What follows belongs to an exercise in optimizing a design on an open flow for small area, a short achievable clock period and few clock cycles; a production flow would make more cautious choices.
At most, simulation tests tie the RTL to the original design; equivalence was not proved.
For runs 1 to 5, only the layout was checked, not whether the RTL still works.
In every run shown here, the design's own scripts or RTL, not TritonCTS, make the clock network.
The clock port is modelled as an ideal driver, which makes a skipped or thinned clock tree look cheaper than it is; a real chip needs a root buffer or a tree.
Power and IR drop assume default switching activity.

### design.v
module LZ77_Encoder(clk,reset,chardata,valid,encode,finish,offset,match_len,char_nxt);
input 				clk;
input 				reset;
input 		[7:0] 	chardata;
output  			valid;
output  			encode;
output  			finish;
output 		[3:0] 	offset;
output 		[2:0] 	match_len;
output 	 	[7:0] 	char_nxt;
reg					valid;
reg					finish;
reg			[3:0]	offset;
reg			[2:0]	match_len;
reg			[3:0]	ch;			 
reg					ch5;		 
reg			[3:0]	R;			 
reg			[3:0]	H [0:8];	 
reg			[6:0]	E [0:8];	 
reg			[11:0]	cnt;		 
reg			[3:0]	skip;		 
reg					tok;		 
reg					done;		 
integer 	d, j;
assign encode = valid;
assign char_nxt = {2'b00, ch5, 1'b0, ch};
wire		inrange = ~cnt[11];			 
always @(posedge clk or posedge reset)
begin
	if (reset)
	begin
		cnt <= 12'hfff;
		R <= 4'd0;
		for (d = 0; d < 9; d = d + 1)
			H[d] <= 4'd0;
	end
	else
	begin
		cnt <= cnt + 12'd1;
		R <= chardata[3:0] ^ 4'd3;
		H[0] <= R;
		for (d = 1; d < 9; d = d + 1)
			H[d] <= H[d-1];
	end
end
always @(posedge clk)
begin
	for (d = 0; d < 9; d = d + 1)
		E[d] <= {E[d][5:0], inrange & (R == H[d])};
end
reg			[7:0]	a [0:8];	 
reg			[7:0]	A;			 
reg			[8:0]	M;			 
reg			[2:0]	L;
reg			[3:0]	S;
reg			[3:0]	X;			 
wire		[3:0]	C [0:7];	 
reg					last;		 
assign C[7] = R;
assign C[6] = H[0];
assign C[5] = H[1];
assign C[4] = H[2];
assign C[3] = H[3];
assign C[2] = H[4];
assign C[1] = H[5];
assign C[0] = H[6];
always @(*)
begin
	for (d = 0; d < 9; d = d + 1)
	begin
		a[d][0] = 1'b1;
		for (j = 1; j < 8; j = j + 1)
			a[d][j] = a[d][j-1] & E[d][7-j];
	end
	for (j = 0; j < 8; j = j + 1)
	begin
		A[j] = 1'b0;
		for (d = 0; d < 9; d = d + 1)
			A[j] = A[j] | a[d][j];
	end
	for (d = 0; d < 9; d = d + 1)
	begin
		M[d] = 1'b1;
		for (j = 1; j < 8; j = j + 1)
			M[d] = M[d] & (a[d][j] | ~A[j]);
	end
	S = 4'd0;
	for (d = 0; d < 9; d = d + 1)
		if (M[d]) S = d;
	if (~A[1]) S = 4'd0;
	L = 3'd0;
	X = C[0];
	for (j = 1; j < 8; j = j + 1)
		if (A[j])
		begin
			L = j;
			X = C[j];
		end
	last = cnt[11] & A[~cnt[2:0]];
end
wire		[3:0]	eff = tok ? {1'b0, match_len} : skip;
wire				emit = (eff == 4'd0) & ~done;
always @(posedge clk)
begin
	offset <= S;
	match_len <= L;
	ch <= last ? 4'b0100 : X ^ 4'd3;
	ch5 <= last;
end
always @(posedge clk or posedge reset)
begin
	if (reset)
	begin
		skip <= 4'd8;
		tok <= 1'b0;
		valid <= 1'b0;
		done <= 1'b0;
		finish <= 1'b0;
	end
	else
	begin
		skip <= emit ? 4'd0 : eff - 4'd1;
		tok <= emit & A[1];
		valid <= emit;
		done <= done | (emit & last);
		finish <= done;
	end
end
endmodule
### flow/run.sh
#!/bin/bash
# Own layout flow: the standard flow (standard.sh), with
#  - port buffers of buf_2 instead of the default clkdlybuf4s50_1,
#  - a larger setup target for ORFS's timing repair,
#  - a one-level clock tree (flow/cts.tcl) in place of TritonCTS.
# Each step's full output goes to a log file of its own in this folder.
set -euo pipefail
export FLOW_DIR_OWN=$PWD/flow
export MCT_COLS=${MCT_COLS:-2}
export MCT_ROWS=${MCT_ROWS:-2}
VARS=("BUFFER_PORTS_ARGS=-buffer_cell sky130_fd_sc_hd__buf_2" "SETUP_SLACK_MARGIN=7")
bash standard.sh "${VARS[@]}" place > flow_place.log 2>&1
bash standard.sh "${VARS[@]}" run RUN_SCRIPT=$PWD/flow/cts.tcl RUN_LOG_NAME_STEM=4_1_cts > flow_cts.log 2>&1
bash standard.sh "${VARS[@]}" finish > flow_finish.log 2>&1
### flow/clkbuf.tcl
# Manual one-level clock tree: the clock port drives NBUF clkbuf cells, each
# driving the clock pins of one group of registers (split by position).
proc manual_clock_tree { cols rows cell } {
  set db [ord::get_db]
  set block [ord::get_db_block]
  set clk [$block findNet clk]
  set master [$db findMaster $cell]
  set sinks {}
  foreach it [$clk getITerms] {
    set inst [$it getInst]
    set loc [$inst getLocation]
    lappend sinks [list [lindex $loc 0] [lindex $loc 1] $it]
  }
  set n [llength $sinks]
  # split into cols x rows groups of nearly equal size: by x, then by y
  set sinks [lsort -integer -index 0 $sinks]
  set groups {}
  set per [expr {($n + $cols - 1) / $cols}]
  for {set c 0} {$c < $cols} {incr c} {
    set part [lsort -integer -index 1 [lrange $sinks [expr {$c * $per}] [expr {($c + 1) * $per - 1}]]]
    set m [llength $part]
    set per2 [expr {($m + $rows - 1) / $rows}]
    for {set r 0} {$r < $rows} {incr r} {
      lappend groups [lrange $part [expr {$r * $per2}] [expr {($r + 1) * $per2 - 1}]]
    }
  }
  set g 0
  foreach grp $groups {
    if { [llength $grp] == 0 } { continue }
    set sx 0; set sy 0
    foreach s $grp { incr sx [lindex $s 0]; incr sy [lindex $s 1] }
    set cx [expr {$sx / [llength $grp]}]
    set cy [expr {$sy / [llength $grp]}]
    set inst [odb::dbInst_create $block $master "clkbuf_m_$g"]
    set net [odb::dbNet_create $block "clknet_m_$g"]
    $net setSigType CLOCK
    foreach s $grp {
      set it [lindex $s 2]
      $it disconnect
      $it connect $net
    }
    [$inst findITerm A] connect $clk
    [$inst findITerm X] connect $net
    $inst setLocation $cx $cy
    $inst setPlacementStatus PLACED
    incr g
  }
  puts "manual_clock_tree: $n sinks, $g buffers of $cell"
}
### flow/cts.tcl
# Clock tree step in place of ORFS's cts.tcl: the same steps, but the clock
# tree is one level of clock buffers (see clkbuf.tcl) instead of TritonCTS's
# two-level H-tree.
utl::set_metrics_stage "cts__{}"
source $::env(SCRIPTS_DIR)/load.tcl
set mct_cols $::env(MCT_COLS)
set mct_rows $::env(MCT_ROWS)
erase_non_stage_variables cts
load_design 3_place.odb 3_place.sdc
source $::env(FLOW_DIR_OWN)/clkbuf.tcl

set_dont_use $::env(DONT_USE_CELLS)
manual_clock_tree $mct_cols $mct_rows sky130_fd_sc_hd__clkbuf_16
set_propagated_clock [all_clocks]

estimate_parasitics -placement
set_placement_padding -global \
  -left $::env(CELL_PAD_IN_SITES_DETAIL_PLACEMENT) \
  -right $::env(CELL_PAD_IN_SITES_DETAIL_PLACEMENT)
detailed_placement
estimate_parasitics -placement
report_clock_latency
repair_timing_helper
detailed_placement
check_placement -verbose
report_metrics 4 "cts final"

orfs_write_db $::env(RESULTS_DIR)/4_1_cts.odb
orfs_write_sdc $::env(RESULTS_DIR)/4_cts.sdc
### standard.sh
#!/bin/bash
# synth_recipe.tcl (not shown) runs the flow's synth.tcl, then flattens the netlist and writes it again
# the make line also repeats each setting of config.mk as NAME=value (left out here)
make -C /OpenROAD-flow-scripts/flow DESIGN_CONFIG=/design/flow/config.mk WORK_HOME=/design/flow/orfs CLKGATE_MAP_FILE= SYNTH_SCRIPT=/design/flow/synth_recipe.tcl "${@:-finish}"
### config.mk
export PLATFORM = sky130hd
export DESIGN_NAME = LZ77_Encoder
export DESIGN_NICKNAME = LZ77_Encoder
export VERILOG_FILES = /design/flow/design.v
export SDC_FILE = /design/flow/constraint.sdc
export NUM_CORES = 4
export LEC_CHECK = 0
export CAP_MARGIN = 20
export CORE_MARGIN = 2
export CORE_UTILIZATION = 50
export PLACE_DENSITY = 0.6
export SLEW_MARGIN = 20
### constraint.sdc
create_clock -name core_clock -period 10.0 [get_ports {clk}]
set_input_delay 2.0000 -clock core_clock [delete_from_list [all_inputs] [get_ports {clk}]]
set_output_delay 2.0000 -clock core_clock [all_outputs]
set_load 0.01 [all_outputs]
==> notes.md, run 1 <==
Run status
The flow ran to the end and the layout has no timing, DRC or antenna violations.

Pwr
The net load switching power is 0.244 mW. Registers are responsible for between 60% and 70% of the overall power. The share of total power in combinational logic is between 15 and 20%. The power per unit of standard cell area is about 180 nW/um2. The largest vdd supply drop is 108 uV. The leakage component of the power is about 2.2 nW. Internal power comes to about 0.74 mW. The net switching share of the total power is between 20% and 30%. The part of the power in the clock network is approximately a fifth.

Route
The routed via count is about 3500. After detailed routing, the average wire length per cell comes to 17.7 um. The via density per instance is ~5.7. The residual DRC count is 0. The number of iterations in the first detailed-routing pass is 4. Summed over all layers, the routed wires come to between 10000 and 15000 um. The post-route antenna net violation count is 0.

The number of violations reported at the end of detailed-routing iteration 0 is between 150 and 200.

GRT
In the global route stage, overall resource usage came out at between 10% and 20%. After global routing the overflow that remains totals 0. The first global-routing pass estimated approximately 18000 um of wire.

The maximum number of pins on one net before global-route repair is 61. The initial antenna violation count is 0. The via count of the first global-routing pass came to 3431.

Job
The count of max-cap constraint violations is 0.

Placed design
The final estimated routing congestion in global placement is between 0.9 and 1. The placed cell area is roughly 5400 um2. The HPWL after detailed placement is 7920 um. During placement, the flow inserted port buffers numbering 20.

Synth
The number of instances in the synthesized netlist is roughly 470. Averaged over all synthesized cells, the footprint is between 10 and 15 um2. Synthesis inferred around 140 register bits.

After synthesis the cells add up to between 5000 and 6000 um2. The sequential fraction of the synthesis area is around 58%. The most common flop cell mapped by yosys is sky130_fd_sc_hd__dfxtp_1. The synthesized netlist contains 63 unique library cells. During synthesis, Yosys emitted a total of 4 warnings. Counting flops with a built-in enable in the synthesized netlist gives 0. Of all flip-flops after synthesis, the portion carrying an async set or reset was between 40% and 50%.

Setup path
Of all nets on the critical path, the largest fanout is 10. The endpoint class of the critical path is a flip-flop. The slowest stage of the critical path belongs to the cell sky130_fd_sc_hd__a2111oi_1. The critical path goes through and4_4, nand4b_1, nor3_2, buf_4, inv_1, a2111oi_1, o22a_1, a211oi_1, o31a_1. The family of cells with the greatest summed delay on the critical path is compound AO/OA/AOI/OAI gates.

The category of the worst setup path launch point is a flip-flop. The required time of the critical path is roughly 10000 ps. The worst path buffer plus inverter count is 2.

The peak per-stage delay on the critical path is approximately 480 ps. The kind of critical path is reg2reg. The endpoint arrival time on the critical path is 2930 ps.

Min path
The worst hold path belongs to the class reg2reg.

Final layout
Compared with the post-synthesis result, the final layout area differs by 6.89%. The antenna diode instance count is 0. The post-route netlist has between 10% and 20% of its cells at a drive strength greater than 1. The library cell used most frequently in the layout, excluding fill and tap cells, is sky130_fd_sc_hd__dfxtp_1.

In the layout the commonest cells are 75 x sky130_fd_sc_hd__dfxtp_1, 47 x sky130_fd_sc_hd__dfrtp_1, 35 x sky130_fd_sc_hd__xnor2_1. The area of all placed cells without fillers is 5570 um2. At the end of the flow, the number of nets in the layout was roughly 500.

CTS
The number of hold buffers added after CTS was 0. The CTS clock-pin slew for the worst setup and hold paths is 110 ps. The later pin in the worst-skew pair is clocked with a latency of approximately 180 ps.

Floorplanning
28 I/O pins were placed. After floorplanning, the core was sized to cover around 10000 um2. For this configuration, the core starts out at a cell density of 50.9%. The floorplan step set the die width to between 100 and 150 um. Measured along the y axis, the die boundary spans about 110 um.

The count of standard-cell rows is 37. The die covers approximately 11000 um2.

STA
Setup repair after global routing left no endpoint under its margin. At the pin with the least slew margin, the transition time is between 700 and 800 ps. The setup clock skew after layout is ~13 ps. The smallest clock period supported by the final layout is computed as 2850 ps.

The worst max-slew margin expressed relative to the limit is 50.9%. The final period utilization is ~29%. Setup violations remaining at the end of the flow were counted as 0. The number of slew-limit violations in the final report is 0. The hold violation count in the final report was 0. The timing-limited maximum frequency is about 350 MHz. Summed over all failing endpoints, the final setup total negative slack is 0 ps.
==> Yosys cell counts, drive strengths merged, types with 6 or more instances <==
library cell,number,area (um2)
dfxtp,75,1500
inv,14,52.6
o21ai,16,80.1
nand3,33,170
buf,11,77.6
a21oi,14,70.1
a22oi,7,66.3
and4,6,57.6
o22ai,7,43.8
xor2,13,114
dfstp,13,342
nor2,29,111
o211ai,8,60.1
nand4,13,87.6
dfrtp,47,1180
clkbuf,8,30.0
nor3,18,101
mux2i,7,70.1
nand2,24,90.1
xnor2,35,307
==> state kept, by name, indices dropped and copies added (netlist names) <==
signal,flops
tok,1
finish,1
done,1
offset,4
ch5,1
H,36
skip,4
R,4
cnt,12
valid,1
E,63
match_len,3
ch,4
==> area by class of cell <==
type,count,area [um2]
well taps,136,170
inverters,14,56.3
plain buffers,4,100
repair buffers,28,160
multi-input cells,299,2070
flip-flops and latches,135,3020
fillers,921,4660
==> per-layer routing <==
metal | GRT usage, % | share of wire (%) | vias to the layer above
met5 | 0 | 0 | -
met4 | 5.26 | 2.6 | 0
met3 | 1.10 | 3.1 | 19
met2 | 33.2 | 48 | 72
met1 | 28.2 | 47 | 1707
li1 | - | - | 1684
==> power by group through the flow <==
stage	registers [mW]	clock network (mW)	logic [mW]
after floorplan	0.624	0	0.119
after global placement	0.630	0	0.152
final	0.620	0.204	0.160
after detailed placement	0.632	0	0.155
after global routing	0.627	0.227	0.180
after CTS	0.621	0.209	0.155
==> cell families (layout without fill, tap and decap cells) <==
family	count (synthesis)	after routing	synth area share (%)
buffers and inverters	33	46	3.07
AND/OR/NAND/NOR	145	145	14.8
XOR/XNOR	48	48	8.07
AO/OA/AOI/OAI	89	89	12.9
adder cells (fa/ha/maj)	3	3	0.720
flip-flops	135	135	57.9
other	1	3	0.0719
multiplexers	11	11	2.42
==> through the flow <==
stage | cells | total power [mW] | hold slack [ps] | worst slack [ps] | util [%]
global route | 616 | 1.03 | 362 | 7000 | 54.5
finish | 616 | 0.984 | 353 | 7150 | 54.5
detailed placement | 608 | 0.787 | 330 | 7000 | 52.9
floorplan | 467 | 0.743 | 324 | 7380 | -
global placement | 608 | 0.782 | 331 | 7020 | 52.9
==> path summary, 6_finish.rpt <==
check                           slack (ps)             from                    to  cells after the start
worst max-delay path                  7150  E[3][6]$_DFF_P_  offset[0]$_SDFF_PP0_                      9
worst min-delay path                   350  E[3][3]$_DFF_P_       E[3][4]$_DFF_P_                      0
worst max register to register        7150  E[3][6]$_DFF_P_  offset[0]$_SDFF_PP0_                      9
worst min register to register         350  E[3][3]$_DFF_P_       E[3][4]$_DFF_P_                      0
max in group asynchronous             7480            reset     H[2][1]$_DFF_PP0_                      3
min in group asynchronous             2050            reset        R[3]$_DFF_PP0_                      3
==> repair_timing <==
action | in CTS | in global routing
buffers inserted | 0 | 4
pin swaps | 0 | 1
gates resized for setup | 1 | 4
setup endpoints to repair | 1 | 3
gates cloned | 0 | 0
==> run 2, diff against run 1 <==
--- a/config.mk
+++ b/config.mk
@@ -9,4 +9,4 @@
 export CORE_MARGIN = 2
-export CORE_UTILIZATION = 50
-export PLACE_DENSITY = 0.6
+export CORE_UTILIZATION = 65
+export PLACE_DENSITY = 0.75
 export SLEW_MARGIN = 20
==> notes.md, run 2 <==
Run status
Result of the run: no timing/DRC/antenna violations (unchanged).

Route
The average wire per cell in the routed design is 19.1 um (was 17.7 um). The via density per instance is 6.12 (was 5.65). The number of iterations in the first detailed-routing pass is 4 (unchanged). The post-route antenna net violation count is 0 (unchanged). The number of violations reported at the end of detailed-routing iteration 0 is 204 (was 195). The total length of routed wires is 11100 um (was 10900 um). The routed via count is 3555 (was 3482). The residual DRC count is 0 (unchanged).

Final layout
The most common cell after layout, fill and taps aside is sky130_fd_sc_hd__dfxtp_1 (unchanged). The flip-flop count of the largest register after layout came to 63 (unchanged). The total number of nets in the final design was 494 (was 495). The total area of multi-input combinational cells came to 2050 um2 (was 2070 um2). Commonest non-fill, non-tap cells in the layout: 75 x sky130_fd_sc_hd__dfxtp_1, 47 x sky130_fd_sc_hd__dfrtp_1, 35 x sky130_fd_sc_hd__xnor2_1 (unchanged).

The antenna diode instance count is 0 (unchanged). The area used by sequential logic in the layout was 3020 um2 (unchanged). The area growth from synthesis to layout is 5.69% (was 6.89%). The register with the highest flop count is E (unchanged). The layout filler cell count came to 586 (was 921).

The share of cells above drive strength 1 is 14.6% (was 14.8%). Leading registers by flop count: E (63), H (36), cnt (12) (unchanged).

Synth
List of most frequent post-synthesis cells: 75 x sky130_fd_sc_hd__dfxtp_1, 47 x sky130_fd_sc_hd__dfrtp_1, 35 x sky130_fd_sc_hd__xnor2_1 (unchanged). The sequential fraction of the synthesis area is 57.9% (unchanged). The synthesized flop and latch total was 135 (unchanged). The summed instance area of the synthesized netlist was 5210 um2 (unchanged). The most instantiated library cell after synthesis is sky130_fd_sc_hd__dfxtp_1 (unchanged). The most common flop cell mapped by yosys was sky130_fd_sc_hd__dfxtp_1 (unchanged).

Synth area leaders: sky130_fd_sc_hd__dfxtp_1 29%, sky130_fd_sc_hd__dfrtp_1 23%, sky130_fd_sc_hd__dfstp_2 6.6% (unchanged). The distinct cell type count after synthesis was 63 (unchanged). The total of warnings raised by yosys was 4 (unchanged). The number of enable-type register cells in the synthesized netlist is 0 (unchanged).

The number of instances in the synthesized netlist is 465 (unchanged). The fraction of post-synthesis cell area in the top cell type by area is 28.8% (unchanged). The cell accounting for the most synthesized area is sky130_fd_sc_hd__dfxtp_1 (unchanged). The post-synthesis average cell area was 11.2 um2 (unchanged). The fraction of registers with async set/reset is 44.4% (unchanged).

STA
The worst-case setup margin in the final layout is 7150 ps (about the same). Setup repair after global routing missed its margin: false (unchanged). The worst hold slack across all endpoints is 358 ps (was 353 ps). The final period demand of the worst path is 2850 ps (about the same). The actual transition at the worst max-transition pin is 796 ps (was 735 ps). The worst max-slew margin expressed relative to the limit came to 46.8% (was 50.9%).

The setup TNS is 0 ps (unchanged). The final period utilization is 28.5% (about the same). The setup clock skew after layout is 14.2 ps (was 12.6 ps).

The hold violation count in the final report came to 0 (unchanged). The timing-limited maximum frequency is 351 MHz (was 350 MHz). The number of slew-limit violations in the final report is 0 (unchanged). The number of endpoints failing setup at the final stage is 0 (unchanged).

Pwr
The sequential power share is 62.5% (was 63.0%). The net switching share of the total power was 25.4% (was 24.8%). The net load switching power was 0.252 mW (was 0.244 mW). The largest vdd supply drop came to 171 uV (was 108 uV). The power per unit of standard cell area is 180 nW/um2 (was 177 nW/um2).

The leakage component of the power is 2.24 nW (was 2.25 nW). The part of the power in the clock network came to 20.6% (was 20.7%). The share of total power in combinational logic is 16.8% (was 16.3%). The internal power contribution is 0.740 mW (about the same).

CTS
The clock latency of the later-clocked register in the worst-skew pair came to 180 ps (about the same). The number of buffers inserted by hold repair at cts came to 0 (unchanged). The CTS clock-pin slew for the worst setup and hold paths was 120 ps (was 110 ps).

GRT
The maximum number of pins on one net before global-route repair is 61 (unchanged). The via count of the first global-routing pass is 3487 (was 3431). The sum of overflow across all layers after global routing was 0 (unchanged). The overall track demand over capacity in global routing is 25.7% (was 19.8%). The initial antenna violation count was 0 (unchanged). The first-pass GRT wire length is 17800 um (was 17900 um).

Floorplanning
The die footprint is 8750 um2 (was 11300 um2). The vertical extent of the die is 93.6 um (was 106 um). The initial standard-cell utilization of the core is 67.1% (was 50.9%).

The I/O pin count was 28 (unchanged). The horizontal die dimension came to 93.6 um (was 106 um). The count of standard-cell rows is 32 (was 37). The area of the placeable core is 7770 um2 (was 10200 um2).

Setup path
The maximum net fanout on the critical path is 10 (unchanged). The peak per-stage delay on the critical path is 530 ps (was 480 ps). Chain of cells forming the critical path: and4_1, and3_1, nor3_1, and3_1, o22ai_1, a221oi_1, a211oi_1, o31a_1 (was and4_4, nand4b_1, nor3_2, buf_4, inv_1, a2111oi_1, o22a_1, a211oi_1, o31a_1). The kind of critical path is reg2reg (unchanged).

The slowest cell on the critical path is sky130_fd_sc_hd__and3_1 (was sky130_fd_sc_hd__a2111oi_1). The cell occurring most often along the worst timing path is sky130_fd_sc_hd__and3_1. The category of the worst setup path launch point is a flip-flop (unchanged).

The endpoint arrival time on the critical path is 2930 ps (about the same). The endpoint class of the critical path was a flip-flop (unchanged). The required time of the critical path came to 10080 ps (was 10070 ps).

Placed design
The HPWL after detailed placement came to 8040 um (was 7920 um). The count of input and output buffers is 20 (unchanged). The worst slack at placement is 7030 ps (was 7000 ps). The final estimated routing congestion in global placement is 0.946 (was 0.918).

Min path
The class of the tightest hold or removal check is reg2reg (unchanged).

Job
The count of max-cap constraint violations is 0 (unchanged).
run 2: cell counts after synthesis:
No cell type changed its count.
run 2: final timing paths:
kind | slack (ps) | end | from | depth (start not counted)
worst min-delay path | 360 | E[8][1]$_DFF_P_ | E[8][0]$_DFF_P_ | 0
worst max-delay path | 7150 | offset[0]$_SDFF_PP0_ | E[5][6]$_DFF_P_ | 8
max in group asynchronous | 7500 | tok$_DFF_PP0_ | reset | 3
worst max register to register | 7150 | offset[0]$_SDFF_PP0_ | E[5][6]$_DFF_P_ | 8
worst min register to register | 360 | E[8][1]$_DFF_P_ | E[8][0]$_DFF_P_ | 0
min in group asynchronous | 2040 | H[3][1]$_DFF_PP0_ | reset | 3
run 2: cell type report:
cell class,instances,share of cell area (%)
buffer,4,1.82
inverter,14,1.02
multi-input combinational,299,37.3
sequential,135,54.8
tap,102,2.32
timing repair buffer,27,2.77
run 2: per-stage QoR:
stage | power [mW] | util [%] | std cells | area [um2]
3_5_place_dp | 0.788 | 69.2 | 574 | 5370
6_report | 0.992 | 70.9 | 581 | 5510
3_3_place_gp | 0.782 | 69.2 | 574 | 5370
2_1_floorplan | 0.743 | - | 467 | 5220
5_1_grt | 1.03 | 70.9 | 581 | 5510
run 2: worst max-delay path, delay by kind of cell, from the launching register on:
kind             cells  cell delay (ps)
AO/OA/AOI/OAI        4             1030
flip-flops           1              380
AND/OR/NAND/NOR      4             1330
run 2: power groups by stage:
| stage | registers, mW | clock network [mW] | logic (mW) |
|---|---|---|---|
| after detailed placement | 0.632 | 0 | 0.156 |
| final | 0.620 | 0.205 | 0.167 |
| after CTS | 0.621 | 0.206 | 0.160 |
| after global routing | 0.627 | 0.225 | 0.182 |
| after floorplan | 0.624 | 0 | 0.119 |
| after global placement | 0.630 | 0 | 0.153 |
run 2: logic make-up after synthesis:
| group | count (synthesis) | share of synthesized area (%) |
|---|---|---|
| XOR/XNOR | 48 | 8.07 |
| AO/OA/AOI/OAI | 89 | 12.9 |
| adder cells (fa/ha/maj) | 3 | 0.720 |
| buffers and inverters | 33 | 3.07 |
| AND/OR/NAND/NOR | 145 | 14.8 |
| other | 1 | 0.0719 |
| flip-flops | 135 | 57.9 |
| multiplexers | 11 | 2.42 |
run 2: timing repair:
action,4_1_cts,5_1_grt
resized for setup,0,4
buffers inserted,0,3
endpoints found under the hold margin,0,0
endpoints found under the setup margin,0,3
run 2: routing by layer:
metal	GRT usage, %	vias to the layer above	wire length (um)
met5	0	-	0
met4	8.70	0	400
met3	1.13	22	521
met2	42.1	114	5220
met1	37.3	1739	4990
li1	-	1680	-
==> run 3, diff against run 2 <==
--- a/flow/run.sh
+++ b/flow/run.sh
@@ -10,3 +10,3 @@
 export MCT_ROWS=${MCT_ROWS:-2}
-VARS=("BUFFER_PORTS_ARGS=-buffer_cell sky130_fd_sc_hd__buf_2" "SETUP_SLACK_MARGIN=7")
+VARS=("BUFFER_PORTS_ARGS=-buffer_cell sky130_fd_sc_hd__buf_2" "SETUP_SLACK_MARGIN=7.4")
 bash standard.sh "${VARS[@]}" place > flow_place.log 2>&1
--- a/config.mk
+++ b/config.mk
@@ -9,4 +9,4 @@
 export CORE_MARGIN = 2
-export CORE_UTILIZATION = 65
-export PLACE_DENSITY = 0.75
+export CORE_UTILIZATION = 50
+export PLACE_DENSITY = 0.6
 export SLEW_MARGIN = 20
==> notes.md, run 3 <==
Placed design
The placed cell area was 5420 um2 (was 5370 um2). The final estimated routing congestion in global placement is 0.918 (was 0.946). The count of input and output buffers is 20 (unchanged).

The HPWL after detailed placement came to 7920 um (was 8040 um). The number of placed instances, taps included is 608 (was 574).

Synth
The number of enable-type register cells in the synthesized netlist was 0 (unchanged). The fraction of post-synthesis cell area in the top cell type by area was 28.8% (unchanged). The most common flop cell mapped by yosys is sky130_fd_sc_hd__dfxtp_1 (unchanged). The synthesized flop and latch total is 135 (unchanged). The post-synthesis average cell area came to 11.2 um2 (unchanged). The sequential fraction of the synthesis area came to 57.9% (unchanged). List of most frequent post-synthesis cells: 75 x sky130_fd_sc_hd__dfxtp_1, 47 x sky130_fd_sc_hd__dfrtp_1, 35 x sky130_fd_sc_hd__xnor2_1 (unchanged). The total of warnings raised by yosys was 4 (unchanged). The number of instances in the synthesized netlist is 465 (unchanged). The fraction of registers with async set/reset is 44.4% (unchanged). The cell accounting for the most synthesized area was sky130_fd_sc_hd__dfxtp_1 (unchanged).

The distinct cell type count after synthesis is 63 (unchanged). The most instantiated library cell after synthesis is sky130_fd_sc_hd__dfxtp_1 (unchanged). The summed instance area of the synthesized netlist is 5210 um2 (unchanged). Synth area leaders: sky130_fd_sc_hd__dfxtp_1 29%, sky130_fd_sc_hd__dfrtp_1 23%, sky130_fd_sc_hd__dfstp_2 6.6% (unchanged).

Floorplanning
The die footprint is 11300 um2 (was 8750 um2). The count of standard-cell rows is 37 (was 32). The vertical extent of the die is 106 um (was 93.6 um).

The horizontal die dimension is 106 um (was 93.6 um). The I/O pin count is 28 (unchanged). The initial standard-cell utilization of the core came to 50.9% (was 67.1%). The area of the placeable core is 10200 um2 (was 7770 um2).

Pwr
The power per unit of standard cell area is 171 nW/um2 (was 180 nW/um2). The part of the power in the clock network is 20.3% (was 20.6%). The sequential power share is 62.5% (about the same).

The share of total power in combinational logic came to 17.2% (was 16.8%). The net switching share of the total power is 24.8% (was 25.4%). The leakage component of the power is 2.35 nW (was 2.24 nW).

The net load switching power is 0.247 mW (was 0.252 mW). The internal power contribution is 0.749 mW (was 0.740 mW). The largest vdd supply drop was 108 uV (was 171 uV).

Setup path
The endpoint arrival time on the critical path is 700 ps (was 2930 ps). The kind of critical path is reg2out (was reg2reg). The endpoint class of the critical path is a primary output (was flip-flop). The worst path buffer plus inverter count was 1 (was 0). The required time of the critical path is 8000 ps (was 10080 ps). The category of the worst setup path launch point is a flip-flop (unchanged).

The maximum net fanout on the critical path is 2 (was 10). The slowest cell on the critical path was sky130_fd_sc_hd__dfrtp_1 (was sky130_fd_sc_hd__and3_1). The peak per-stage delay on the critical path is 390 ps (was 530 ps). Chain of cells forming the critical path: buf_2 (was and4_1, and3_1, nor3_1, and3_1, o22ai_1, a221oi_1, a211oi_1, o31a_1). The family of cells with the greatest summed delay on the critical path is flip-flops (was simple AND/OR/NAND/NOR gates).

Final layout
The total number of nets in the final design is 511 (was 494). The most common cell after layout, fill and taps aside is sky130_fd_sc_hd__dfxtp_1 (unchanged). The area of all placed cells without fillers is 5840 um2 (was 5510 um2).

The core utilization of the finished layout is 57.1% (was 70.9%). The area growth from synthesis to layout is 12.1% (was 5.69%). Commonest non-fill, non-tap cells in the layout: 65 x sky130_fd_sc_hd__dfxtp_1, 47 x sky130_fd_sc_hd__dfrtp_1, 35 x sky130_fd_sc_hd__xnor2_1 (was 75 x sky130_fd_sc_hd__dfxtp_1, 47 x sky130_fd_sc_hd__dfrtp_1, 35 x sky130_fd_sc_hd__xnor2_1). The flip-flop count of the largest register after layout came to 63 (unchanged).

Leading registers by flop count: E (63), H (36), cnt (12) (unchanged). The final non-filler cell total is 632 (was 581). The share of cells above drive strength 1 is 21.8% (was 14.6%).

The register with the highest flop count is E (unchanged). The antenna diode instance count is 0 (unchanged).

Route
The post-route antenna net violation count came to 0 (unchanged). The average wire per cell in the routed design is 18.0 um (was 19.1 um). The via density per instance came to 5.69 (was 6.12). The routed via count was 3598 (was 3555). The number of violations reported at the end of detailed-routing iteration 0 is 189 (was 204). The residual DRC count is 0 (unchanged). The number of iterations in the first detailed-routing pass is 5 (was 4). The total length of routed wires came to 11400 um (was 11100 um).

STA
The final period utilization is 27.0% (was 28.5%). The hold violation count in the final report is 0 (unchanged). The final period demand of the worst path is 2700 ps (was 2850 ps). The setup TNS is 0 ps (unchanged). The worst hold slack across all endpoints was 356 ps (was 358 ps). The number of slew-limit violations in the final report is 0 (unchanged).

The setup clock skew after layout is 11.6 ps (was 14.2 ps). Setup repair after global routing missed its margin: true (was false). The timing-limited maximum frequency is 370 MHz (was 351 MHz). The actual transition at the worst max-transition pin is 754 ps (was 796 ps).

The number of endpoints failing setup at the final stage is 0 (unchanged). The worst max-slew margin expressed relative to the limit is 49.6% (was 46.8%).

GRT
The overall track demand over capacity in global routing came to 20.1% (was 25.7%). The maximum number of pins on one net before global-route repair was 61 (unchanged). The via count of the first global-routing pass came to 3523 (was 3487).

The initial antenna violation count is 0 (unchanged). The sum of overflow across all layers after global routing is 0 (unchanged). The first-pass GRT wire length came to 18200 um (was 17800 um).

Job
The count of max-cap constraint violations came to 0 (unchanged).

CTS
The clock latency of the later-clocked register in the worst-skew pair is 180 ps (about the same). The CTS clock-pin slew for the worst setup and hold paths came to 120 ps (about the same).

Min path
The class of the tightest hold or removal check is reg2reg (unchanged).

Run status
Result of the run: no timing/DRC/antenna violations (unchanged).
run 3: cell counts after synthesis:
No cell type changed its count.
run 3: final cells by class:
cell class | instances | area [um2]
Tap cell | 136 | 170
Multi-Input combinational cell | 299 | 2160
Inverter | 14 | 60.1
Fill cell | 899 | 4390
Buffer | 4 | 100
Timing Repair Buffer | 44 | 323
Sequential cell | 135 | 3030
run 3: power by group through the flow:
stage / Clock (mW) / Sequential (mW) / Combinational (mW)
floorplan: 0 / 0.624 / 0.119
global placement: 0 / 0.630 / 0.152
detailed placement: 0 / 0.632 / 0.155
CTS: 0.209 / 0.622 / 0.166
global route: 0.227 / 0.629 / 0.190
finish: 0.202 / 0.623 / 0.172
run 3: worst paths after layout:
check	start	to	slack, ps	depth (start not counted)
hold reg to reg	E[8][3]$_DFF_P_	E[8][4]$_DFF_P_	360	0
max in group asynchronous	reset	H[3][2]$_DFF_PP0_	7660	3
setup reg to reg	E[3][6]$_DFF_P_	offset[0]$_SDFF_PP0_	7380	9
setup / recovery	valid$_DFF_PP0_	encode	7300	1
min in group asynchronous	reset	R[3]$_DFF_PP0_	1950	3
hold / removal	E[8][3]$_DFF_P_	E[8][4]$_DFF_P_	360	0
run 3: repair_timing:
| action | CTS | global route |
|---|---|---|
| hold buffers | 0 | 0 |
| setup buffers | 8 | 12 |
| resized for setup | 18 | 22 |
| hold endpoints to repair | 0 | 0 |
| pin swaps | 4 | 8 |
| endpoints found under the setup margin | 24 | 70 |
run 3: worst reg2reg max path: stages, from the launching register on:
cell and delay, ps:
sky130_fd_sc_hd__dfxtp_2 370, sky130_fd_sc_hd__and4_4 200, sky130_fd_sc_hd__and3_4 200, sky130_fd_sc_hd__a2111oi_4 370, sky130_fd_sc_hd__buf_4 200, sky130_fd_sc_hd__a21oi_1 60
sky130_fd_sc_hd__nor4_1 470, sky130_fd_sc_hd__o2111ai_1 190, sky130_fd_sc_hd__a211oi_1 330, sky130_fd_sc_hd__o31a_1 180
run 3: metal layers:
metal	vias up	global-route usage, %	wire length (um)
met5	-	0	0
met4	0	5.36	338
met3	22	1.29	437
met2	83	34.0	5480
met1	1782	28.3	5100
li1	1711	-	-
run 3: cell families after synthesis:
logic type               after synthesis  share of synthesized area (%)
other                                  1                         0.0719
AO/OA/AOI/OAI                         89                           12.9
XOR/XNOR                              48                           8.07
AND/OR/NAND/NOR                      145                           14.8
flip-flops                           135                           57.9
adder cells (fa/ha/maj)                3                          0.720
buffers and inverters                 33                           3.07
multiplexers                          11                           2.42
run 3: stage by stage:
stage          power, mW  setup WS (ps)
3_3_place_gp       0.782           7020
3_5_place_dp       0.787           7000
5_1_grt             1.05           7270
6_report           0.997           7300
2_1_floorplan      0.743           7380
==> run 4, diff against run 3 <==
--- a/design.v
+++ b/design.v
@@ -52,3 +52,3 @@
 reg			[7:0]	A;			 
-reg			[8:0]	M;			 
+reg			[3:0]	off [1:7];	 
 reg			[2:0]	L;
@@ -80,13 +80,10 @@
 	end
-	for (d = 0; d < 9; d = d + 1)
+	for (j = 1; j < 8; j = j + 1)
 	begin
-		M[d] = 1'b1;
-		for (j = 1; j < 8; j = j + 1)
-			M[d] = M[d] & (a[d][j] | ~A[j]);
+		off[j] = 4'd0;
+		for (d = 0; d < 9; d = d + 1)
+			if (a[d][j]) off[j] = d;
 	end
+	L = 3'd0;
 	S = 4'd0;
-	for (d = 0; d < 9; d = d + 1)
-		if (M[d]) S = d;
-	if (~A[1]) S = 4'd0;
-	L = 3'd0;
 	X = C[0];
@@ -96,2 +93,3 @@
 			L = j;
+			S = off[j];
 			X = C[j];
==> notes.md, run 4 <==
Floorplanning
The area of the placeable core was 10300 um2 (was 10200 um2). The initial standard-cell utilization of the core came to 51.7% (was 50.9%). The die footprint is 11500 um2 (was 11300 um2). The vertical extent of the die was 107 um (was 106 um). The I/O pin count is 28 (unchanged). The horizontal die dimension came to 107 um (was 106 um). The count of standard-cell rows is 37 (unchanged).

Synth
The synthesized flop and latch total was 135 (unchanged). The post-synthesis average cell area is 11.0 um2 (was 11.2 um2). The synthesized-area fraction occupied by xor and xnor cells came to 6.40% (was 8.07%). The number of instances in the synthesized netlist is 487 (was 465).

Synth area leaders: sky130_fd_sc_hd__dfxtp_1 28%, sky130_fd_sc_hd__dfrtp_1 22%, sky130_fd_sc_hd__dfstp_2 6.4% (was sky130_fd_sc_hd__dfxtp_1 29%, sky130_fd_sc_hd__dfrtp_1 23%, sky130_fd_sc_hd__dfstp_2 6.6%). The combinational family with the most area after synthesis is simple AND/OR/NAND/NOR gates (unchanged). The sequential fraction of the synthesis area is 56.6% (was 57.9%).

The post-synthesis mux area share is 2.13% (was 2.42%). The summed instance area of the synthesized netlist is 5340 um2 (was 5210 um2). The cell accounting for the most synthesized area was sky130_fd_sc_hd__dfxtp_1 (unchanged).

The most instantiated library cell after synthesis is sky130_fd_sc_hd__dfxtp_1 (unchanged). The distinct cell type count after synthesis came to 61 (was 63). The fraction of registers with async set/reset is 44.4% (unchanged).

The share of synthesized cell area in and, or, nand and nor gates is 16.4% (was 14.8%). The post-synthesis adder-cell area fraction is 0.703% (was 0.720%). The total of warnings raised by yosys is 5 (was 4). The compound-cell area share of the yosys netlist is 14.0% (was 12.9%). The number of enable-type register cells in the synthesized netlist is 0 (unchanged). List of most frequent post-synthesis cells: 75 x sky130_fd_sc_hd__dfxtp_1, 47 x sky130_fd_sc_hd__dfrtp_1, 27 x sky130_fd_sc_hd__nand3_1, 27 x sky130_fd_sc_hd__xnor2_1, 23 x sky130_fd_sc_hd__nand2_1 (was 75 x sky130_fd_sc_hd__dfxtp_1, 47 x sky130_fd_sc_hd__dfrtp_1, 35 x sky130_fd_sc_hd__xnor2_1). The most common flop cell mapped by yosys is sky130_fd_sc_hd__dfxtp_1 (unchanged).

The fraction of post-synthesis cell area in the top cell type by area is 28.1% (was 28.8%).

GRT
The maximum number of pins on one net before global-route repair is 61 (unchanged). The sum of overflow across all layers after global routing was 0 (unchanged). The overall track demand over capacity in global routing was 19.7% (was 20.1%).

The first-pass GRT wire length is 18100 um (was 18200 um). The initial antenna violation count is 0 (unchanged). The via count of the first global-routing pass is 3453 (was 3523).

Setup path
Chain of cells forming the critical path: buf_2 (unchanged). The peak per-stage delay on the critical path is 390 ps (about the same). The maximum net fanout on the critical path came to 2 (unchanged). The worst path buffer plus inverter count is 1 (unchanged). The family of cells with the greatest summed delay on the critical path is flip-flops (unchanged). The endpoint class of the critical path is a primary output (unchanged).

The endpoint arrival time on the critical path is 700 ps (about the same). The required time of the critical path was 8000 ps (about the same). The kind of critical path is reg2out (unchanged). The slowest cell on the critical path is sky130_fd_sc_hd__dfrtp_1 (unchanged). The category of the worst setup path launch point is a flip-flop (unchanged).

Route
The via density per instance is 5.73 (was 5.69). The number of iterations in the first detailed-routing pass came to 4 (was 5). The routed via count is 3625 (was 3598). The residual DRC count came to 0 (unchanged). The number of violations reported at the end of detailed-routing iteration 0 was 174 (was 189). The average wire per cell in the routed design is 17.7 um (was 18.0 um). The total length of routed wires is 11200 um (was 11400 um). The post-route antenna net violation count is 0 (unchanged).

Min path
The class of the tightest hold or removal check is reg2reg (unchanged).

Final layout
Leading registers by flop count: E (63), H (36), cnt (12) (unchanged). The register with the highest flop count is E (unchanged). Commonest non-fill, non-tap cells in the layout: 71 x sky130_fd_sc_hd__dfxtp_1, 47 x sky130_fd_sc_hd__dfrtp_1, 27 x sky130_fd_sc_hd__xnor2_1 (was 65 x sky130_fd_sc_hd__dfxtp_1, 47 x sky130_fd_sc_hd__dfrtp_1, 35 x sky130_fd_sc_hd__xnor2_1). The area growth from synthesis to layout is 6.96% (was 12.1%). The flip-flop count of the largest register after layout is 63 (unchanged).

The most common cell after layout, fill and taps aside is sky130_fd_sc_hd__dfxtp_1 (unchanged). The antenna diode instance count is 0 (unchanged). The total number of nets in the final design is 512 (was 511).

The share of cells above drive strength 1 is 13.3% (was 21.8%).

CTS
The clock latency of the later-clocked register in the worst-skew pair is 180 ps (about the same). The CTS clock-pin slew for the worst setup and hold paths came to 120 ps (about the same). The number of buffers inserted by hold repair at cts was 0 (unchanged).

STA
The number of slew-limit violations in the final report is 0 (unchanged). The hold violation count in the final report is 0 (unchanged). The worst max-slew margin expressed relative to the limit is 49.0% (was 49.6%). Setup repair after global routing missed its margin: true (unchanged).

The setup clock skew after layout is 9.68 ps (was 11.6 ps). The final period demand of the worst path was 2700 ps (about the same). The final period utilization is 27.0% (about the same). The worst hold slack across all endpoints was 355 ps (was 356 ps). The actual transition at the worst max-transition pin is 763 ps (was 754 ps). The setup TNS is 0 ps (unchanged).

The timing-limited maximum frequency came to 371 MHz (was 370 MHz). The number of endpoints failing setup at the final stage was 0 (unchanged).

Placed design
The final estimated routing congestion in global placement is 0.948 (was 0.918). The HPWL after detailed placement is 8070 um (was 7920 um). The count of input and output buffers is 20 (unchanged).

Pwr
The leakage component of the power is 2.42 nW (was 2.35 nW). The largest vdd supply drop is 104 uV (was 108 uV). The power per unit of standard cell area came to 167 nW/um2 (was 171 nW/um2).

Run status
Result of the run: no timing/DRC/antenna violations (unchanged).

Job
The count of max-cap constraint violations was 0 (unchanged).
## run 4: worst paths after layout
path / start / end / slack, ps / depth (start not counted)
max: valid$_DFF_PP0_ / encode / 7300 / 1
min: E[0][1]$_DFF_P_ / E[0][2]$_DFF_P_ / 360 / 0
max reg2reg: E[6][6]$_DFF_P_ / ch[3]$_SDFF_PP0_ / 7500 / 8
min reg2reg: E[0][1]$_DFF_P_ / E[0][2]$_DFF_P_ / 360 / 0
max in group asynchronous: reset / cnt[3]$_DFF_PP1_ / 7670 / 3
min in group asynchronous: reset / H[2][1]$_DFF_PP0_ / 1950 / 3
## run 4: kinds of logic (layout without fill, tap and decap cells)
logic type,Yosys count,in the layout
XOR/XNOR,39,39
other,1,3
multiplexers,11,11
buffers and inverters,44,52
flip-flops,135,135
adder cells (fa/ha/maj),3,3
AO/OA/AOI/OAI,102,102
AND/OR/NAND/NOR,152,152
## run 4: area by class of cell
cell class                 instances  area, um2
buffer                             4        100
fill                             909       4610
inverter                          21       82.6
multi-input combinational        310       2150
sequential                       135       3020
tap                              136        170
timing repair buffer              27        181
## run 4: metal layers
| metal | track usage, % | part of all wire [%] | vias to the layer above |
|---|---|---|---|
| li1 | - | - | 1773 |
| met1 | 28.5 | 47 | 1769 |
| met2 | 33.2 | 48 | 66 |
| met3 | 1.21 | 3.2 | 17 |
| met4 | 3.80 | 2.1 | 0 |
| met5 | 0 | 0 | - |
## run 4: power by group
part | leakage (nW) | internal (mW) | switching (mW) | total (mW)
Combinational | 1.06 | 0.0625 | 0.0658 | 0.128
Sequential | 1.31 | 0.585 | 0.0332 | 0.618
Clock | 0.0493 | 0.0750 | 0.132 | 0.207
## run 4: repair_timing
item,CTS,global route
resized for setup,9,8
setup endpoints to repair,22,68
buffers inserted,4,1
pin swaps,1,0
gates cloned,0,0
## run 4: per-stage QoR
step / instances / setup WS, ps / power, mW / area (um2) / util, %
3_5_place_dp: 624 / 6960 / 0.753 / 5510 / 53.4
3_3_place_gp: 624 / 7000 / 0.750 / 5510 / 53.4
5_1_grt: 633 / 7270 / 1.00 / 5710 / 55.3
6_report: 633 / 7300 / 0.953 / 5710 / 55.3
2_1_floorplan: 489 / 7380 / 0.718 / 5350 / -
==> run 5, diff against run 4 <==
--- a/design.v
+++ b/design.v
@@ -11,2 +11,3 @@
 reg					valid;
+reg					encode;		 
 reg					finish;
@@ -19,3 +20,4 @@
 reg			[6:0]	E [0:8];	 
-reg			[11:0]	cnt;		 
+reg			[11:0]	lfsr;		 
+reg					ended;		 
 reg			[3:0]	skip;		 
@@ -24,5 +26,4 @@
 integer 	d, j;
-assign encode = valid;
 assign char_nxt = {2'b00, ch5, 1'b0, ch};
-wire		inrange = ~cnt[11];			 
+wire		inrange = ~ended;			 
 always @(posedge clk or posedge reset)
@@ -31,3 +32,4 @@
 	begin
-		cnt <= 12'hfff;
+		lfsr <= 12'he71;
+		ended <= 1'b0;
 		R <= 4'd0;
@@ -38,3 +40,4 @@
 	begin
-		cnt <= cnt + 12'd1;
+		lfsr <= {lfsr[10:0], lfsr[11] ^ lfsr[10]};
+		ended <= ended | (lfsr == 12'h800);
 		R <= chardata[3:0] ^ 4'd3;
@@ -96,3 +99,6 @@
 		end
-	last = cnt[11] & A[~cnt[2:0]];
+	last = 1'b0;
+	for (j = 0; j < 8; j = j + 1)
+		last = last | (lfsr[j] & A[7-j]);
+	last = last & ended;
 end
@@ -106,2 +112,5 @@
 	ch5 <= last;
+	valid <= emit;
+	finish <= done;
+	encode <= ~done;
 end
@@ -113,5 +122,3 @@
 		tok <= 1'b0;
-		valid <= 1'b0;
 		done <= 1'b0;
-		finish <= 1'b0;
 	end
@@ -121,5 +128,3 @@
 		tok <= emit & A[1];
-		valid <= emit;
 		done <= done | (emit & last);
-		finish <= done;
 	end
--- a/flow/run.sh
+++ b/flow/run.sh
@@ -10,3 +10,3 @@
 export MCT_ROWS=${MCT_ROWS:-2}
-VARS=("BUFFER_PORTS_ARGS=-buffer_cell sky130_fd_sc_hd__buf_2" "SETUP_SLACK_MARGIN=7.4")
+VARS=("BUFFER_PORTS_ARGS=-buffer_cell sky130_fd_sc_hd__buf_2" "SETUP_SLACK_MARGIN=7.35")
 bash standard.sh "${VARS[@]}" place > flow_place.log 2>&1
==> notes.md, run 5 <==
Run status
Result of the run: no timing/DRC/antenna violations (unchanged).

Synth
The number of instances in the synthesized netlist is 463 (was 487). List of most frequent post-synthesis cells: 78 x sky130_fd_sc_hd__dfxtp_1, 51 x sky130_fd_sc_hd__dfrtp_1, 28 x sky130_fd_sc_hd__xnor2_1 (was 75 x sky130_fd_sc_hd__dfxtp_1, 47 x sky130_fd_sc_hd__dfrtp_1, 27 x sky130_fd_sc_hd__nand3_1, 27 x sky130_fd_sc_hd__xnor2_1, 23 x sky130_fd_sc_hd__nand2_1). The most common flop cell mapped by yosys is sky130_fd_sc_hd__dfxtp_1 (unchanged). The post-synthesis mux area share is 1.16% (was 2.13%).

Synth area leaders: sky130_fd_sc_hd__dfxtp_1 30%, sky130_fd_sc_hd__dfrtp_1 25%, sky130_fd_sc_hd__xnor2_1 4.7% (was sky130_fd_sc_hd__dfxtp_1 28%, sky130_fd_sc_hd__dfrtp_1 22%, sky130_fd_sc_hd__dfstp_2 6.4%). The combinational family with the most area after synthesis was simple AND/OR/NAND/NOR gates (unchanged). The share of synthesized cell area in and, or, nand and nor gates is 17.0% (was 16.4%).

The sequential fraction of the synthesis area is 58.9% (was 56.6%). The synthesized-area fraction occupied by xor and xnor cells is 6.43% (was 6.40%). The fraction of post-synthesis cell area in the top cell type by area was 30.2% (was 28.1%). The post-synthesis average cell area is 11.2 um2 (was 11.0 um2). The total of warnings raised by yosys came to 5 (unchanged). The most instantiated library cell after synthesis was sky130_fd_sc_hd__dfxtp_1 (unchanged). The cell accounting for the most synthesized area is sky130_fd_sc_hd__dfxtp_1 (unchanged). The distinct cell type count after synthesis is 62 (was 61). The synthesized flop and latch total is 137 (was 135). The number of enable-type register cells in the synthesized netlist is 0 (unchanged).

The compound-cell area share of the yosys netlist came to 12.5% (was 14.0%). The post-synthesis adder-cell area fraction is 0.726% (was 0.703%). The fraction of registers with async set/reset is 43.1% (was 44.4%).

The summed instance area of the synthesized netlist is 5170 um2 (was 5340 um2).

Setup path
The worst path buffer plus inverter count is 1 (unchanged). Chain of cells forming the critical path: buf_6 (was buf_2). The endpoint class of the critical path is a primary output (unchanged). The slowest cell on the critical path is sky130_fd_sc_hd__dfxtp_2 (was sky130_fd_sc_hd__dfrtp_1).

The peak per-stage delay on the critical path is 370 ps (was 390 ps). The endpoint arrival time on the critical path was 640 ps (was 700 ps). The kind of critical path is reg2out (unchanged). The required time of the critical path is 8000 ps (about the same). The category of the worst setup path launch point is a flip-flop (unchanged).

The maximum net fanout on the critical path was 2 (unchanged). The family of cells with the greatest summed delay on the critical path was flip-flops (unchanged).

STA
The number of endpoints failing setup at the final stage is 0 (unchanged). The final period demand of the worst path was 2640 ps (was 2700 ps). The timing-limited maximum frequency was 379 MHz (was 371 MHz). Setup repair after global routing missed its margin: true (unchanged). The setup TNS is 0 ps (unchanged). The actual transition at the worst max-transition pin was 583 ps (was 763 ps). The worst-case setup margin in the final layout is 7360 ps (was 7300 ps). The final period utilization is 26.4% (was 27.0%).

The worst max-slew margin expressed relative to the limit was 60.9% (was 49.0%). The setup clock skew after layout is 12.1 ps (was 9.68 ps). The number of slew-limit violations in the final report is 0 (unchanged).

The hold violation count in the final report is 0 (unchanged).

Route
The routed via count is 3416 (was 3625). The residual DRC count is 0 (unchanged). The number of violations reported at the end of detailed-routing iteration 0 is 232 (was 174).

The number of iterations in the first detailed-routing pass is 5 (was 4). The post-route antenna net violation count was 0 (unchanged). The via density per instance came to 5.52 (was 5.73).

The total length of routed wires is 11000 um (was 11200 um). The average wire per cell in the routed design came to 17.7 um (about the same).

Pwr
The leakage component of the power is 2.35 nW (was 2.42 nW). The internal power contribution is 0.730 mW (was 0.722 mW). The net load switching power is 0.226 mW (was 0.231 mW).

The share of total power in combinational logic is 13.1% (was 13.5%). The sequential power share is 65.3% (was 64.8%). The part of the power in the clock network is 21.5% (was 21.7%).

The net switching share of the total power is 23.6% (was 24.2%). The total power is 0.956 mW (was 0.953 mW). The power per unit of standard cell area came to 167 nW/um2 (about the same).

The largest vdd supply drop came to 117 uV (was 104 uV).

GRT
The via count of the first global-routing pass is 3403 (was 3453). The initial antenna violation count came to 0 (unchanged). The sum of overflow across all layers after global routing is 0 (unchanged).

The maximum number of pins on one net before global-route repair is 60 (was 61). The first-pass GRT wire length is 18000 um (was 18100 um). The overall track demand over capacity in global routing is 20.0% (was 19.7%).

CTS
The clock latency of the later-clocked register in the worst-skew pair is 180 ps (about the same). The number of buffers inserted by hold repair at cts is 0 (unchanged). The CTS clock-pin slew for the worst setup and hold paths is 120 ps (about the same).

Final layout
The total number of nets in the final design is 498 (was 512). The final non-filler cell total is 619 (was 633). The core utilization of the finished layout came to 56.1% (was 55.3%).

The most common cell after layout, fill and taps aside is sky130_fd_sc_hd__dfxtp_1 (unchanged). Commonest non-fill, non-tap cells in the layout: 64 x sky130_fd_sc_hd__dfxtp_1, 51 x sky130_fd_sc_hd__dfrtp_1, 28 x sky130_fd_sc_hd__xnor2_1 (was 71 x sky130_fd_sc_hd__dfxtp_1, 47 x sky130_fd_sc_hd__dfrtp_1, 27 x sky130_fd_sc_hd__xnor2_1). Leading registers by flop count: E (63), H (36), lfsr (12) (was E (63), H (36), cnt (12)).

The share of cells above drive strength 1 is 17.8% (was 13.3%). The antenna diode instance count is 0 (unchanged). The register with the highest flop count is E (unchanged).

The area growth from synthesis to layout is 10.5% (was 6.96%). The flip-flop count of the largest register after layout is 63 (unchanged).

Floorplanning
The die footprint is 11200 um2 (was 11500 um2). The horizontal die dimension came to 106 um (was 107 um). The I/O pin count is 28 (unchanged).

The area of the placeable core is 10200 um2 (was 10300 um2). The vertical extent of the die came to 106 um (was 107 um). The initial standard-cell utilization of the core was 50.8% (was 51.7%). The count of standard-cell rows came to 37 (unchanged).

Min path
The class of the tightest hold or removal check is reg2reg (unchanged).

Placed design
The number of placed instances, taps included is 604 (was 624). The count of input and output buffers came to 20 (unchanged). The final estimated routing congestion in global placement is 0.844 (was 0.948). The worst slack at placement is 6780 ps (was 6960 ps). The HPWL after detailed placement was 7920 um (was 8070 um).

Job
The count of max-cap constraint violations is 0 (unchanged).
==> run 5: path summary, 6_finish.rpt <==
kind | from | endpoint | slack (ps) | cells after the start
max in group asynchronous | reset | lfsr[5]$_DFF_PP1_ | 7680 | 3
hold / removal | E[2][1]$_DFF_P_ | E[2][2]$_DFF_P_ | 340 | 0
min in group asynchronous | reset | H[1][3]$_DFF_PP0_ | 1940 | 3
setup / recovery | match_len[1]$_SDFF_PP1_ | match_len[1] | 7360 | 1
hold reg to reg | E[2][1]$_DFF_P_ | E[2][2]$_DFF_P_ | 340 | 0
setup reg to reg | E[6][6]$_DFF_P_ | ch[2]$_SDFF_PP1_ | 7400 | 7
==> run 5: power by group through the flow <==
stage               clock, mW  sequential (mW)  combinational (mW)
finish                  0.206            0.625               0.125
global route            0.231            0.631               0.141
CTS                     0.213            0.624               0.122
detailed placement          0            0.634               0.118
global placement            0            0.633               0.119
floorplan                   0            0.626              0.0933
==> run 5: timing repair <==
item                                    in CTS  in global routing
resized for setup                           21                 21
pin swaps                                    7                  8
endpoints found under the setup margin      10                 63
buffers inserted                             7                  4
==> run 5: area by class of cell <==
cell class	instances	area, um2
sequential	137	3070
inverter	15	60.1
multi-input combinational	293	2060
timing repair buffer	34	259
tap	136	170
fill	911	4470
buffer	4	100
==> run 5: routing by layer <==
metal	GRT usage (%)	wire (um)	up-vias
met5	0	0	-
met1	28.7	5160	1661
met3	1.55	376	16
met2	34.0	5230	54
met4	3.38	204	0
li1	-	-	1685
==> run 5: cell families after synthesis <==
family | after synthesis
multiplexers | 6
AO/OA/AOI/OAI | 88
XOR/XNOR | 38
flip-flops | 137
other | 1
buffers and inverters | 35
adder cells (fa/ha/maj) | 3
AND/OR/NAND/NOR | 155
==> run 5: per-stage QoR <==
step | cell area (um2) | hold slack [ps]
6_report | 5720 | 341
3_3_place_gp | 5380 | 329
5_1_grt | 5720 | 363
3_5_place_dp | 5380 | 331
2_1_floorplan | 5180 | 324
==> run 6, diff against run 5 <==
--- a/design.v
+++ b/design.v
@@ -110,3 +110,3 @@
 	match_len <= L;
-	ch <= last ? 4'b0100 : X ^ 4'd3;
+	ch <= X ^ 4'd3;
 	ch5 <= last;
==> notes.md, run 6 <==
Run status
Result of the run: no timing/DRC/antenna violations (unchanged).

Floorplanning
The die footprint was 11100 um2 (was 11200 um2). The I/O pin count came to 28 (unchanged). The vertical extent of the die is 105 um (was 106 um). The count of standard-cell rows came to 36 (was 37).

The area of the placeable core is 9860 um2 (was 10200 um2). The initial standard-cell utilization of the core came to 52.0% (was 50.8%). The horizontal die dimension is 105 um (was 106 um).

Final layout
The flip-flop count of the largest register after layout came to 63 (unchanged). The share of cells above drive strength 1 is 11.6% (was 17.8%). The antenna diode instance count was 0 (unchanged). The area growth from synthesis to layout is 6.30% (was 10.5%).

Commonest non-fill, non-tap cells in the layout: 74 x sky130_fd_sc_hd__dfxtp_1, 51 x sky130_fd_sc_hd__dfrtp_1, 35 x sky130_fd_sc_hd__nand2_1 (was 64 x sky130_fd_sc_hd__dfxtp_1, 51 x sky130_fd_sc_hd__dfrtp_1, 28 x sky130_fd_sc_hd__xnor2_1). Leading registers by flop count: E (63), H (36), lfsr (12) (unchanged). The register with the highest flop count is E (unchanged). The most common cell after layout, fill and taps aside is sky130_fd_sc_hd__dfxtp_1 (unchanged). The area of all placed cells without fillers is 5450 um2 (was 5720 um2).

The total number of nets in the final design came to 488 (was 498).

Pwr
The total power came to 0.944 mW (was 0.956 mW). The internal power contribution came to 0.722 mW (was 0.730 mW). The largest vdd supply drop is 131 uV (was 117 uV). The net switching share of the total power is 23.5% (was 23.6%). The power per unit of standard cell area is 173 nW/um2 (was 167 nW/um2). The part of the power in the clock network came to 21.8% (was 21.5%). The leakage component of the power is 2.28 nW (was 2.35 nW). The net load switching power was 0.222 mW (was 0.226 mW). The share of total power in combinational logic is 12.2% (was 13.1%). The sequential power share was 66.0% (was 65.3%).

Synth
The cell accounting for the most synthesized area is sky130_fd_sc_hd__dfxtp_1 (unchanged). The summed instance area of the synthesized netlist is 5130 um2 (was 5170 um2). The post-synthesis average cell area is 11.0 um2 (was 11.2 um2). The most common flop cell mapped by yosys is sky130_fd_sc_hd__dfxtp_1 (unchanged). The distinct cell type count after synthesis came to 64 (was 62). The total of warnings raised by yosys is 5 (unchanged). The fraction of post-synthesis cell area in the top cell type by area is 30.5% (was 30.2%). The number of enable-type register cells in the synthesized netlist is 0 (unchanged). The most instantiated library cell after synthesis is sky130_fd_sc_hd__dfxtp_1 (unchanged).

The fraction of registers with async set/reset is 43.1% (unchanged). The synthesized flop and latch total is 137 (unchanged). The number of instances in the synthesized netlist is 468 (was 463). List of most frequent post-synthesis cells: 78 x sky130_fd_sc_hd__dfxtp_1, 51 x sky130_fd_sc_hd__dfrtp_1, 35 x sky130_fd_sc_hd__nand2_1 (was 78 x sky130_fd_sc_hd__dfxtp_1, 51 x sky130_fd_sc_hd__dfrtp_1, 28 x sky130_fd_sc_hd__xnor2_1). The sequential fraction of the synthesis area is 59.5% (was 58.9%).

Synth area leaders: sky130_fd_sc_hd__dfxtp_1 30%, sky130_fd_sc_hd__dfrtp_1 25%, sky130_fd_sc_hd__xnor2_1 4.8% (was sky130_fd_sc_hd__dfxtp_1 30%, sky130_fd_sc_hd__dfrtp_1 25%, sky130_fd_sc_hd__xnor2_1 4.7%).

Placed design
The final estimated routing congestion in global placement is 0.899 (was 0.844). The count of input and output buffers is 20 (unchanged). The HPWL after detailed placement is 7720 um (was 7920 um). The placed cell area is 5300 um2 (was 5380 um2).

STA
Setup repair after global routing missed its margin: true (unchanged). The number of slew-limit violations in the final report was 0 (unchanged). The worst hold slack across all endpoints is 346 ps (was 341 ps). The hold violation count in the final report is 0 (unchanged).

The setup TNS is 0 ps (unchanged). The setup clock skew after layout is 15.0 ps (was 12.1 ps). The final period utilization came to 26.4% (about the same). The worst max-slew margin expressed relative to the limit was 51.8% (was 60.9%). The final period demand of the worst path is 2640 ps (about the same).

The timing-limited maximum frequency is 379 MHz (about the same). The actual transition at the worst max-transition pin came to 723 ps (was 583 ps). The number of endpoints failing setup at the final stage is 0 (unchanged).

Route
The post-route antenna net violation count is 0 (unchanged). The via density per instance is 5.66 (was 5.52). The number of violations reported at the end of detailed-routing iteration 0 was 223 (was 232).

The routed via count is 3428 (was 3416). The number of iterations in the first detailed-routing pass is 4 (was 5). The residual DRC count was 0 (unchanged).

The total length of routed wires is 10300 um (was 11000 um). The average wire per cell in the routed design is 17.0 um (was 17.7 um).

Setup path
The kind of critical path is reg2out (unchanged). The endpoint arrival time on the critical path is 640 ps (about the same). The worst path buffer plus inverter count came to 1 (unchanged). The category of the worst setup path launch point is a flip-flop (unchanged). Chain of cells forming the critical path: buf_6 (unchanged).

The slowest cell on the critical path is sky130_fd_sc_hd__dfxtp_2 (unchanged). The family of cells with the greatest summed delay on the critical path is flip-flops (unchanged). The maximum net fanout on the critical path is 3 (was 2). The required time of the critical path is 8000 ps (about the same). The peak per-stage delay on the critical path is 370 ps (about the same). The endpoint class of the critical path was a primary output (unchanged).

CTS
The clock latency of the later-clocked register in the worst-skew pair was 180 ps (about the same). The CTS clock-pin slew for the worst setup and hold paths is 120 ps (about the same).

Min path
The class of the tightest hold or removal check is reg2reg (unchanged).

GRT
The first-pass GRT wire length came to 16800 um (was 18000 um). The maximum number of pins on one net before global-route repair is 60 (unchanged). The sum of overflow across all layers after global routing is 0 (unchanged). The overall track demand over capacity in global routing is 18.6% (was 20.0%). The initial antenna violation count was 0 (unchanged). The via count of the first global-routing pass was 3270 (was 3403).

Job
The count of max-cap constraint violations is 0 (unchanged).
run 6: cell count changes in the layout (fill, tap and decap cells not counted), moves of 7 or more:
cell,before,now
sky130_fd_sc_hd__and3_1,9,16
sky130_fd_sc_hd__buf_4,12,2
sky130_fd_sc_hd__dfxtp_1,64,74
sky130_fd_sc_hd__dfxtp_2,12,4
sky130_fd_sc_hd__nand2_1,18,35
sky130_fd_sc_hd__nor2_1,17,26
sky130_fd_sc_hd__nor2b_1,11,2
sky130_fd_sc_hd__o21ai_0,17,10
run 6: path summary, 6_finish.rpt:
path	from	endpoint	slack, ps	cells after the start
setup / recovery	match_len[2]$_SDFF_PP1_	match_len[2]	7360	1
max in group asynchronous	reset	H[3][2]$_DFF_PP0_	7500	3
min in group asynchronous	reset	H[8][3]$_DFF_PP0_	2030	3
hold reg to reg	E[4][0]$_DFF_P_	E[4][1]$_DFF_P_	350	0
hold / removal	E[4][0]$_DFF_P_	E[4][1]$_DFF_P_	350	0
setup reg to reg	E[7][6]$_DFF_P_	ch[0]$_DFF_P_	7490	6
run 6: through the flow:
stage          worst slack [ps]  utilization (%)  std cells
3_3_place_gp               7230             53.7        601
3_5_place_dp               7220             53.7        601
6_report                   7360             55.2        606
5_1_grt                    7330             55.2        606
2_1_floorplan              7390                -        470
run 6: worst register-to-register path: stages, from the launching register on:
cell and delay (ps):
sky130_fd_sc_hd__dfxtp_1 410, sky130_fd_sc_hd__and4_1 240, sky130_fd_sc_hd__and3_1 230, sky130_fd_sc_hd__or4_1 620, sky130_fd_sc_hd__nor2_2 510, sky130_fd_sc_hd__o311ai_0 260, sky130_fd_sc_hd__o221ai_1 150
run 6: area by class of cell:
| type | count | area [um2] |
|---|---|---|
| buffer | 4 | 100 |
| sequential | 137 | 3050 |
| fill | 888 | 4420 |
| multi-input combinational | 299 | 1940 |
| inverter | 11 | 47.5 |
| timing repair buffer | 22 | 140 |
| tap | 133 | 166 |
run 6: layer usage:
layer  vias up  track usage, %  part of all wire, %
met3        10            1.05                  5.8
li1       1679               -                    -
met4         0            2.00                  1.1
met2        76            31.2                   47
met5         -               0                    0
met1      1663            27.7                   46
run 6: power by group through the flow:
stage / Combinational (mW) / Clock [mW] / Sequential (mW)
2_1_floorplan: 0.0900 / 0 / 0.626
3_3_place_gp: 0.113 / 0 / 0.634
3_5_place_dp: 0.114 / 0 / 0.635
4_1_cts: 0.115 / 0.212 / 0.624
5_1_grt: 0.128 / 0.229 / 0.631
6_report: 0.115 / 0.205 / 0.624
run 6: cells by family after synthesis:
group                      share of synthesized area [%]
DFF                                                 59.5
muxes                                               1.37
AOI/OAI and AO/OA                                   10.1
adders and majority gates                          0.732
xor gates and xnor gates                            6.49
other                                             0.0732
buffers and inverters                               3.03
and+or+nand+nor                                     18.7
run 6: repair_timing:
action / in CTS / in global routing
pin swaps: 1 / 0
gates resized for setup: 5 / 8
cloned: 0 / 0
setup buffers: 1 / 0
hold buffers: 0 / 0
endpoints found under the setup margin: 7 / 14
Testbench counts of run 6, summed over its fixed seeds: cycles 12,338.

==> what the ideal ports hide <==
No port has a modelled driver above. Below, the same layouts with a new extraction and two added sets of constraints.
Step 1, drivers: a clkbuf_16 drives clk and a buf_2 each remaining input, both assumed.
Step 2 adds t to the input delays and takes it off the output delays; t is the mean of the earliest and latest rising clock arrival at the registers after step 1. Input paths then give back, and output paths get back, about the clock's delay inside the block.
a / b / c = no drivers / after step 1 / after step 2; a / b = the first two.
| run | t, ns | slack for setup (ns) | worst hold slack (ns) | worst setup path after step 2 | worst slew at a driven data input, ns |
|---|---|---|---|---|---|
| run 1 | 0.251 | 7.145 / 7.145 / 7.145 | 0.353 / 0.353 / 0.353 | register to register | 0.03 |
| run 2 | 0.256 | 7.147 / 7.147 / 7.147 | 0.358 / 0.358 / 0.358 | register to register | 0.03 |
| run 3 | 0.250 | 7.299 / 7.219 / 7.382 | 0.356 / 0.356 / 0.356 | register to register | 0.03 |
| run 4 | 0.257 | 7.305 / 7.224 / 7.464 | 0.355 / 0.355 / 0.355 | input, reset recovery | 0.03 |
| run 5 | 0.264 | 7.361 / 7.274 / 7.405 | 0.341 / 0.342 / 0.342 | register to register | 0.03 |
| run 6 | 0.254 | 7.361 / 7.280 / 7.305 | 0.346 / 0.346 / 0.346 | input, reset recovery | 0.03 |
After both steps every run listed still meets setup and hold. For run 6, which loses most, drivers alone change the setup slack by -0.081 ns; drivers and shift together by -0.056 ns. The worst setup slack also covers recovery checks on asynchronous resets.
